Background: an optimization exercise with open tools, aiming at small area and a short achievable clock period. Do not read the settings as production practice. In this exercise RTL edits were held to simulation tests only and were not proved equivalent to the original. No driver is modelled on the clock port, so clock power and skew are understated where the tree is cut down; a real chip needs a root buffer or a tree. Power figures rest on the tool's default switching activity, not on a simulated workload.

Setup of v6:
// fifo
module fifo #(
  parameter DATA_WIDTH = 32,
  parameter DEPTH      = 16
) (
  input  logic                  clk,
  input  logic                  rst_n,
  input  logic                  wr_en,
  input  logic [DATA_WIDTH-1:0] wr_data,
  input  logic                  rd_en,
  output logic [DATA_WIDTH-1:0] rd_data,
  output logic                  full,
  output logic                  empty
);
For scale: roughly 560 flip-flops, roughly 70 I/O pins, roughly 21000 µm² of cells after synthesis.
==> flow/config.mk <==
export PLATFORM = sky130hd
export DESIGN_NAME = fifo
export DESIGN_NICKNAME = fifo
export VERILOG_FILES = /design/flow/design.v
export SDC_FILE = /design/flow/constraint.sdc
export NUM_CORES = 4
export LEC_CHECK = 0
export CAP_MARGIN = 20
export CORE_MARGIN = 2
export CORE_UTILIZATION = 65
export PLACE_DENSITY = 0.75
export SETUP_SLACK_MARGIN = 2.4
export SLEW_MARGIN = 20
==> flow/constraint.sdc <==
create_clock -name core_clock -period 4.2 [get_ports {clk}]
set_input_delay 0.8400 -clock core_clock [delete_from_list [all_inputs] [get_ports {clk}]]
set_output_delay 0.8400 -clock core_clock [all_outputs]
set_load 0.01 [all_outputs]
standard.sh (not shown) runs the stock make flow with config.mk's settings and CLKGATE_MAP_FILE= SYNTH_SCRIPT=/design/flow/synth_recipe.tcl, a recipe that flattens the netlist after the stock synthesis.
==> flow/flow/run.sh <==
#!/bin/bash
# Standard layout, except that the clock tree CTS builds is replaced (in the
# POST_CTS hook) by a balanced two-level tree: four root buffers fed by the
# clock port, each feeding leaf buffers that drive ~28 registers each.
set -euo pipefail
export POST_CTS_TCL="$PWD/flow/mycts.tcl"
export MYCTS_CLK=clk
bash standard.sh > standard_flow.log 2>&1 || { tail -50 standard_flow.log; exit 1; }
tail -5 standard_flow.log
==> flow/flow/mycts.tcl <==
# Replace the clock tree that CTS built (run from the POST_CTS hook) with a
# balanced two-level tree: a few root buffers on the clock port, each feeding
# leaf buffers that each drive a cluster of nearby registers.
proc mycts_kmeans {pts k iters} {
  set n [llength $pts]
  set cents {}
  set sorted [lsort -real -index 0 $pts]
  for {set i 0} {$i < $k} {incr i} {
    lappend cents [lindex $sorted [expr {int(($i + 0.5) * $n / $k)}]]
  }
  set cap [expr {int(ceil($n / double($k)))}]
  for {set iter 0} {$iter < $iters} {incr iter} {
    set pairs {}
    for {set s 0} {$s < $n} {incr s} {
      lassign [lindex $pts $s] x y
      for {set c 0} {$c < $k} {incr c} {
        lassign [lindex $cents $c] cx cy
        lappend pairs [list [expr {abs($x-$cx)+abs($y-$cy)}] $s $c]
      }
    }
    set pairs [lsort -real -index 0 $pairs]
    set asg [lrepeat $n -1]
    set cnt [lrepeat $k 0]
    foreach pr $pairs {
      lassign $pr d s c
      if {[lindex $asg $s] >= 0 || [lindex $cnt $c] >= $cap} continue
      lset asg $s $c; lset cnt $c [expr {[lindex $cnt $c]+1}]
    }
    set sx [lrepeat $k 0.0]; set sy [lrepeat $k 0.0]
    for {set s 0} {$s < $n} {incr s} {
      set c [lindex $asg $s]; lassign [lindex $pts $s] x y
      lset sx $c [expr {[lindex $sx $c]+$x}]; lset sy $c [expr {[lindex $sy $c]+$y}]
    }
    set nc {}
    for {set c 0} {$c < $k} {incr c} {
      set m [lindex $cnt $c]
      if {$m == 0} { lappend nc [lindex $cents $c] } else { lappend nc [list [expr {[lindex $sx $c]/$m}] [expr {[lindex $sy $c]/$m}]] }
    }
    set cents $nc
  }
  return [list $asg $cents]
}

proc mycts_run {} {
  set block [ord::get_db_block]
  set clk [$block findNet $::env(MYCTS_CLK)]
  set bufm [[ord::get_db] findMaster sky130_fd_sc_hd__clkbuf_16]
  set per [expr {[info exists ::env(MYCTS_PER)] ? $::env(MYCTS_PER) : 28}]

  # walk the existing tree: collect buffers and sinks
  set sinks {}
  set tree {}
  set todo [list [list $clk 0]]
  while {[llength $todo]} {
    lassign [lindex $todo 0] net par; set todo [lrange $todo 1 end]
    foreach it [$net getITerms] {
      if {![$it isInputSignal] && [$it getIoType] ne "INPUT"} continue
      set inst [$it getInst]
      set mname [[$inst getMaster] getName]
      set inv [expr {[string match "sky130_fd_sc_hd__clkinv*" $mname] || [string match "sky130_fd_sc_hd__inv_*" $mname]}]
      if {[string match "clkload*" [$inst getName]]} { lappend tree $inst; continue }
      if {$inv || [string match "sky130_fd_sc_hd__clkbuf*" $mname] || [string match "sky130_fd_sc_hd__buf_*" $mname]} {
        lappend tree $inst
        foreach o [$inst getITerms] {
          if {[$o isOutputSignal]} { set on [$o getNet]; if {$on ne "NULL"} { lappend todo [list $on [expr {$par ^ $inv}]] } }
        }
      } else {
        if {$par} { error "mycts: sink [[$it getInst] getName] sees an inverted clock" }
        lappend sinks $it
      }
    }
  }
  foreach it $sinks { set mn [[[$it getInst] getMaster] getName]; if {![string match "*df*" $mn]} { puts "mycts: odd sink [[$it getInst] getName] $mn [[$it getMTerm] getName]" } }
  puts "mycts: [llength $sinks] sinks, removing [llength $tree] tree buffers"
  # disconnect sinks, remove tree
  foreach it $sinks { $it disconnect }
  foreach inst $tree {
    foreach o [$inst getITerms] {
      set n [$o getNet]
      if {$n ne "NULL" && [$o isOutputSignal]} { $o disconnect; if {[llength [$n getITerms]] == 0 && [llength [$n getBTerms]] == 0} { odb::dbNet_destroy $n } }
    }
    odb::dbInst_destroy $inst
  }
  # sink locations
  set pts {}
  foreach it $sinks {
    set b [[$it getInst] getBBox]
    lappend pts [list [expr {([$b xMin]+[$b xMax])/2.0}] [expr {([$b yMin]+[$b yMax])/2.0}]]
  }
  set n [llength $sinks]
  set k [expr {int(ceil($n / double($per)))}]
  lassign [mycts_kmeans $pts $k 30] asg cents
  set nroot [expr {[info exists ::env(MYCTS_ROOTS)] ? $::env(MYCTS_ROOTS) : 4}]
  lassign [mycts_kmeans $cents $nroot 30] rasg rcents
  set rnets {}
  for {set r 0} {$r < $nroot} {incr r} {
    lassign [lindex $rcents $r] rx ry
    set root [odb::dbInst_create $block $bufm "mycts_root_$r"]
    $root setLocation [expr {int($rx)}] [expr {int($ry)}]; $root setPlacementStatus PLACED
    [$root findITerm A] connect $clk
    set rnet [odb::dbNet_create $block "mycts_root_net_$r"]
    $rnet setSigType CLOCK
    [$root findITerm X] connect $rnet
    lappend rnets $rnet
  }
  for {set c 0} {$c < $k} {incr c} {
    set leaf [odb::dbInst_create $block $bufm "mycts_leaf_$c"]
    lassign [lindex $cents $c] cx cy
    $leaf setLocation [expr {int($cx)}] [expr {int($cy)}]; $leaf setPlacementStatus PLACED
    [$leaf findITerm A] connect [lindex $rnets [lindex $rasg $c]]
    set ln [odb::dbNet_create $block "mycts_leaf_net_$c"]
    $ln setSigType CLOCK
    [$leaf findITerm X] connect $ln
    for {set s 0} {$s < $n} {incr s} {
      if {[lindex $asg $s] == $c} { [lindex $sinks $s] connect $ln }
    }
  }
  puts "mycts: built $nroot roots + $k leaves"
}
mycts_run
global_connect
detailed_placement
estimate_parasitics -placement
Here is what was changed in the inputs of v7 compared with v6.
Settings: a change of SETUP_SLACK_MARGIN from 2.4 to 2.3.
-- flow/flow/run.sh --
<<< v6, line 7
export MYCTS_CLK=clk
bash standard.sh > standard_flow.log 2>&1 || { tail -50 standard_flow.log; exit 1; }
>>> v7, line 7
export MYCTS_CLK=clk
export MYCTS_PER=22
bash standard.sh > standard_flow.log 2>&1 || { tail -50 standard_flow.log; exit 1; }
[summary]
Changes observed in v7 relative to v6: relative slew slack now sits higher, total power divided by cell area now sits higher, ratio of final minimum period to clock period up 2.1 points, share of total power in combinational logic neither gained nor lost much, first-pass GRT wire length rose by about 3.4%.
Against v6, v7 comes in about 3% higher on met2 routed wirelength.
Compared with v6, v7 shows a higher endpoint arrival time on the critical path.
The overall power of the completed layout of v7 exceeds that of v6 by about 3%.
In every run of this note, the design's own scripts or RTL, not TritonCTS, make the clock network.

========
build 41:
Starting RTL as in the previous note.
Settings: LEC_CHECK=0, CAP_MARGIN=20, CORE_MARGIN=2, CORE_UTILIZATION=65, PLACE_DENSITY=0.75, SETUP_SLACK_MARGIN=2.0, SLEW_MARGIN=20; clock period 4.2 ns.
==> flow/flow/run.sh <==
#!/bin/bash
# Standard layout, except that the clock tree CTS builds is replaced (in the
# POST_CTS hook) by a balanced two-level tree: four root buffers fed by the
# clock port, each feeding leaf buffers that drive ~28 registers each.
set -euo pipefail
export POST_CTS_TCL="$PWD/flow/mycts.tcl"
export MYCTS_CLK=clk
export MYCTS_PER=22
bash standard.sh > standard_flow.log 2>&1 || { tail -50 standard_flow.log; exit 1; }
tail -5 standard_flow.log
Scripts as last shown in full above: flow/flow/mycts.tcl
The following lists how build 61 was set up differently from build 41:
Settings: a change of SETUP_SLACK_MARGIN from 2.0 to 2.4; an added GPL_TIMING_DRIVEN of 0.
==> flow/flow/run.sh <==
#!/bin/bash
# Standard layout, except that the clock tree CTS builds is replaced (in the
# POST_CTS hook) by a balanced two-level tree: four root buffers fed by the
# clock port, each feeding leaf buffers that drive ~22 registers each.
set -euo pipefail
export POST_CTS_TCL="$PWD/flow/mycts.tcl"
export MYCTS_CLK=clk
export MYCTS_PER=22
bash standard.sh > standard_flow.log 2>&1 || { tail -50 standard_flow.log; exit 1; }
tail -5 standard_flow.log
--- outcome ---
Per the final summary, build 61 finished and its layout is clean on timing, DRC and antenna. Build 61 reports a lower initial antenna violation count than build 41 does. [compare] base=build 41 new=build 61: number of combinational gates with multiple inputs has increased, routability-driven placement congestion ratio increased 10%, count of TritonRoute iterations in the first routing pass went up 1, wire length after detailed routing higher. Highest cell delay on the worst timing path: build 61 > build 41. Higher setup slack was reported by build 61, not build 41. Summary of build 61 over build 41: worst IR drop on VDD rose by 0.00010 V; layout-stage area growth over the synthesis result rose by 3.2 points.
Here is what was changed in the inputs of build 88 compared with build 61.
Settings: PLACE_DENSITY now 0.85, was 0.75; GPL_TIMING_DRIVEN no longer set, was 0; CORE_UTILIZATION now 75, was 65.
==> flow/flow/run.sh <==
#!/bin/bash
# Standard layout, except that the clock tree CTS builds is replaced (in the
# POST_CTS hook) by a balanced two-level tree: four root buffers fed by the
# clock port, each feeding leaf buffers that drive ~28 registers each.
set -euo pipefail
export POST_CTS_TCL="$PWD/flow/mycts.tcl"
export MYCTS_CLK=clk
export MYCTS_PER=22
bash standard.sh > standard_flow.log 2>&1 || { tail -50 standard_flow.log; exit 1; }
tail -5 standard_flow.log
==> comparison <==
Build 88 finished every stage and its layout cleared the timing, DRC and antenna checks.
Build 88 vs build 61 — fraction of area in registers rose 1.0 points.
Diff build 88..build 61 | critical path depth in cells | unchanged
In build 88 the power density of the placed cells turned out about 2.4% higher than in build 61.
Layout overhead on the synthesized area: lower on build 88
Of build 61 and build 88, the run reporting the lower internal power was build 61.
met3 capacity usage during global routing is higher on build 88
Measured against each other, build 61 and build 88 differ in shortest period the worst path allows, the lower figure coming from build 88.
The inputs of build 54 differ from those of build 88 as listed below.
Settings: CORE_UTILIZATION: 75 -> 65; PLACE_DENSITY: 0.85 -> 0.75.
==> flow/flow/run.sh <==
#!/bin/bash
# Standard layout, except that the clock tree CTS builds is replaced (in the
# POST_CTS hook) by a balanced two-level tree: four root buffers fed by the
# clock port, each feeding leaf buffers that drive ~22 registers each.
set -euo pipefail
export POST_CTS_TCL="$PWD/flow/mycts.tcl"
export MYCTS_CLK=clk
export MYCTS_PER=22
bash standard.sh > standard_flow.log 2>&1 || { tail -50 standard_flow.log; exit 1; }
tail -5 standard_flow.log
[summary]
- [compare] base=build 88 new=build 54: final antenna-violating net count roughly the same; part of the power in combinational logic fell 0.7 points; final area shows an increase of about 0.36%; sum of routed wire length over all layers down about 7.5%.
- Lower area growth from synthesis to layout goes to build 88 over build 54.
- Of build 54 and build 88, it is build 54 that has the lower met1 layer usage reported by global route.
- Final cycle utilization of the critical path, build 88 and build 54: larger value in build 88
- The fmax of build 54 exceeds that of build 88 by about 6%.
- Comparing build 88 and build 54, the lower aggregate global-route resource usage was measured on build 54.
- From build 88 to build 54, number of library cell types mapped by synthesis did not move at all.
- Of build 88 and build 54, the higher number of diodes added for antenna fixing belongs to build 88.
--- input diff build 54..build 29 ---
Settings: PLACE_DENSITY changed from 0.75 to 0.7; CORE_UTILIZATION changed from 65 to 55.
==> flow/flow/run.sh <==
#!/bin/bash
# Standard layout, except that the clock tree CTS builds is replaced (in the
# POST_CTS hook) by a balanced two-level tree: four root buffers fed by the
# clock port, each feeding leaf buffers that drive ~28 registers each.
set -euo pipefail
export POST_CTS_TCL="$PWD/flow/mycts.tcl"
export MYCTS_CLK=clk
export MYCTS_PER=28
bash standard.sh > standard_flow.log 2>&1 || { tail -50 standard_flow.log; exit 1; }
tail -5 standard_flow.log
- [build 29 vs build 54] cell count: higher in build 29
- Comparing build 29 with build 54, the area taken by flip-flops and latches came out essentially unchanged.
- Diff build 54 and build 29: global routing met2 resource utilization higher in build 54
- Build 54 and build 29 ended up with roughly the same combinational fraction of design power.
- In build 29, final cycle utilization of the critical path is higher than in build 54.
- When the final numbers for build 54 and build 29 were put side by side, the worst setup slack turned out to be greater in build 54.
- Switching share of total power: build 29 > build 54
- Against build 54, build 29 reports a final-stage net count that is higher.
The following lists how build 56 was set up differently from build 29:
Settings: swapping 0.7 for 0.75 in PLACE_DENSITY; swapping 2.4 for 2.45 in SETUP_SLACK_MARGIN; swapping 55 for 65 in CORE_UTILIZATION.
Results
Having completed the whole flow, build 56 delivered a layout that passed the timing, DRC and antenna checks.
Looking at global-route wire length before repair, build 56 sits above build 29.
Comparing shortest period the worst path allows for build 29 and build 56, the bigger number came from build 29.
Sequential share of power delta (build 56 -> build 29): insignificant
Final area: build 56 vs build 29 up 300 um^2
No run of this note takes its clock network from TritonCTS; it comes from the design's own scripts or RTL.

-- port drivers added, routing unchanged --
The flow's constraints put no driver on any port. The routed layouts listed below were extracted and timed again, unchanged, in two steps. Step 1, drivers: a clkbuf_16 drives clk and a buf_2 each remaining input, both assumed. Step 2 moves the port delays by t, midway between the first and last clock arrival at a register: inputs arrive t later, outputs are due t later. That takes back most of the time a late clock gives input paths. a / b / c = ideal / step 1 / step 2; a / b = the first two.
run	shift t [ns]	setup WS [ns]	worst setup path at the end	worst register clock-pin slew, ns
v6	0.454	2.398 / 2.297 / 2.047	input to register	0.12 / 0.12
v7	0.461	2.308 / 2.308 / 1.955	input to register	0.09 / 0.09
build 41	0.453	2.046 / 2.046 / 1.700	input to register	0.09 / 0.09
build 61	0.457	2.256 / 2.252 / 1.846	input to register	0.10 / 0.10
build 88	0.468	2.275 / 2.276 / 1.955	input to register	0.09 / 0.09
build 54	0.464	2.387 / 2.276 / 2.045	input to register	0.09 / 0.09
build 29	0.458	2.374 / 2.302 / 2.039	input to register	0.12 / 0.12
build 56	0.463	2.400 / 2.292 / 2.055	input to register	0.12 / 0.12
After both steps setup and hold are still met in every run listed. The setup slack of build 61, which loses most, moves by -0.004 ns with the drivers and by -0.410 ns with both steps.
